Source: an optimization exercise on an open RTL-to-GDS flow (aim: small area and a short achievable clock period). Production flows keep margins and buffers that such runs may drop. Only simulation tests tie the RTL to the original design; equivalence was not proved. No activity file was given, so power comes from the tool's default toggle rates.

job 5457:
Design mul_pipe, start of the top module:
module mul_pipe(
	input [15:0] numA59,
	input [15:0] numB59,
	input clk_59,
	input reset_59,
	output reg [15:0] Acc_result_59
);
Size in the first run: roughly 560 cells after synthesis, about 130 flip-flops, about 50 I/O pins, roughly 6200 sq um of cells after synthesis.
clock: 5.0 ns
lec_check: 0
cap_margin: 20
core_margin: 2
core_utilization: 60
cts_buf_list: sky130_fd_sc_hd__clkbuf_4 sky130_fd_sc_hd__clkbuf_8
cts_cluster_diameter: 60
cts_cluster_size: 30
setup_slack_margin: 3.1
slew_margin: 20
tns_end_percent: 0
standard.sh (not shown) runs the stock make flow with config.mk's settings and CLKGATE_MAP_FILE= SYNTH_SCRIPT=/design/flow/synth_recipe.tcl, a recipe that flattens the netlist after the stock synthesis.
==> flow/flow/run.sh <==
#!/bin/bash
# Standard ORFS layout, with plain buffers (instead of the default delay-style
# buffer) on the input and output ports.
set -euo pipefail
export BUFFER_PORTS_ARGS="-buffer_cell sky130_fd_sc_hd__buf_1"
bash standard.sh synth > synth.log 2>&1
bash standard.sh > layout.log 2>&1
Every stage of the flow completed for job 5457, and the final layout passed the timing, design-rule and antenna checks.
Input-level comparison between job 8276 and job 5457:
--- a/flow/config.mk
+++ b/flow/config.mk
@@ -12,5 +12,4 @@
 export CTS_CLUSTER_DIAMETER = 60
 export CTS_CLUSTER_SIZE = 30
-export SETUP_SLACK_MARGIN = 3.1
+export SETUP_SLACK_MARGIN = 3.2
 export SLEW_MARGIN = 20
-export TNS_END_PERCENT = 0
Notes after the runs:
On job 8276: power share of the clock group is 3.3 points lower than what job 5457 gave. Clock network latency to the later pin of the worst-skew pair delta (job 8276 -> job 5457): insignificant. For worst hold slack, job 8276 and job 5457 come out practically identical. Relative to job 5457, the total length of routed wires measured on job 8276 has increased by more than a quarter. In the metrics for job 8276 and job 5457, the one carrying the higher setup slack is job 5457. Side by side, half-perimeter wire length after detailed placement turned out lower in job 8276 than in job 5457. Changes observed in job 8276 relative to job 5457: number of global-route vias before repair climbed 397; power climbed 360 uW; area added between synthesis and finish climbed 20 points.
Here is what was changed in the inputs of job 4141 compared with job 8276.
--- a/flow/config.mk
+++ b/flow/config.mk
@@ -14,2 +14,3 @@
 export SETUP_SLACK_MARGIN = 3.2
 export SLEW_MARGIN = 20
+export TNS_END_PERCENT = 0
## What came out
When job 4141 is set beside job 8276, its met3 track demand over resource turns out to be 0.62 points larger. Relative to job 8276, the final wirelength of job 4141 is lower by 22%. Minimum period implied by the final worst setup slack: job 4141 < job 8276. Job 8276 -> job 4141: achievable frequency increased by a few percent. [compare] base=job 8276 new=job 4141: average detailed-routed wire length per instance moved down, sequential portion of the cell area moved up.
The inputs of job 5581 differ from those of job 4141 as listed below.
--- a/flow/config.mk
+++ b/flow/config.mk
@@ -6,4 +6,5 @@
 export NUM_CORES = 4
 export LEC_CHECK = 0
+export ABC_AREA = 1
 export CAP_MARGIN = 20
 export CORE_MARGIN = 2
@@ -12,5 +13,4 @@
 export CTS_CLUSTER_DIAMETER = 60
 export CTS_CLUSTER_SIZE = 30
-export SETUP_SLACK_MARGIN = 3.2
+export SETUP_SLACK_MARGIN = 3.0
 export SLEW_MARGIN = 20
-export TNS_END_PERCENT = 0
==> comparison <==
For the area after synthesis, job 5581 came in 4.1% higher than job 4141 did. Job 4141 → job 5581: number of optimization iterations in the first detailed-route pass went down; via density per instance went down; routing usage on met1 went up.
For job 2125, these inputs were changed with respect to job 5581:
--- a/flow/config.mk
+++ b/flow/config.mk
@@ -6,11 +6,12 @@
 export NUM_CORES = 4
 export LEC_CHECK = 0
-export ABC_AREA = 1
 export CAP_MARGIN = 20
 export CORE_MARGIN = 2
-export CORE_UTILIZATION = 60
+export CORE_UTILIZATION = 70
 export CTS_BUF_LIST = sky130_fd_sc_hd__clkbuf_4 sky130_fd_sc_hd__clkbuf_8
 export CTS_CLUSTER_DIAMETER = 60
 export CTS_CLUSTER_SIZE = 30
-export SETUP_SLACK_MARGIN = 3.0
+export PLACE_DENSITY = 0.75
+export SETUP_SLACK_MARGIN = 3.2
 export SLEW_MARGIN = 20
+export TNS_END_PERCENT = 0
### Flow results
- Summary of job 2125 over job 5581: final instance area went down; flip-flop and latch power was more or less identical; via count fell by 12%; net switching component of the power went down by about 14%; register-to-register slack increased by 0.15 ns relative to the old numbers.
- Number of synthesized flops with an enable pin: job 2125 vs job 5581 identical
- Source of the critical timing path = t3[12]: job 2125; source of the critical timing path = ma2[2]: job 5581

re-timing with driven ports:
The flow's constraints put no driver on any port. The routed layouts listed below were extracted and timed again, unchanged, in two steps. Step 1, drivers: a clkbuf_16 drives clk_59 and a buf_2 each remaining input, both assumed. Step 2 also shifts input and output timing later by t, the mid clock arrival at the registers, as if the neighbouring blocks saw the same clock. Slacks: no drivers / after step 1 / after step 2; pairs: no drivers / after step 1.
run	t, ns	setup slack, ns	worst setup path after step 2	slew at the worst register clock pin (ns)
job 5457	0.460	3.015 / 3.015 / 2.773	input to register	0.08 / 0.08
job 8276	0.459	2.952 / 2.952 / 2.807	input to register	0.08 / 0.08
job 4141	0.463	3.023 / 3.023 / 2.772	input to register	0.08 / 0.08
job 5581	0.467	2.867 / 2.867 / 2.762	input to register	0.09 / 0.09
job 2125	0.456	3.018 / 3.018 / 2.769	input to register	0.09 / 0.09
After both steps setup and hold are still met in every run listed. For job 4141, which loses most, drivers alone change the setup slack by 0.000 ns; drivers and shift together by -0.251 ns.
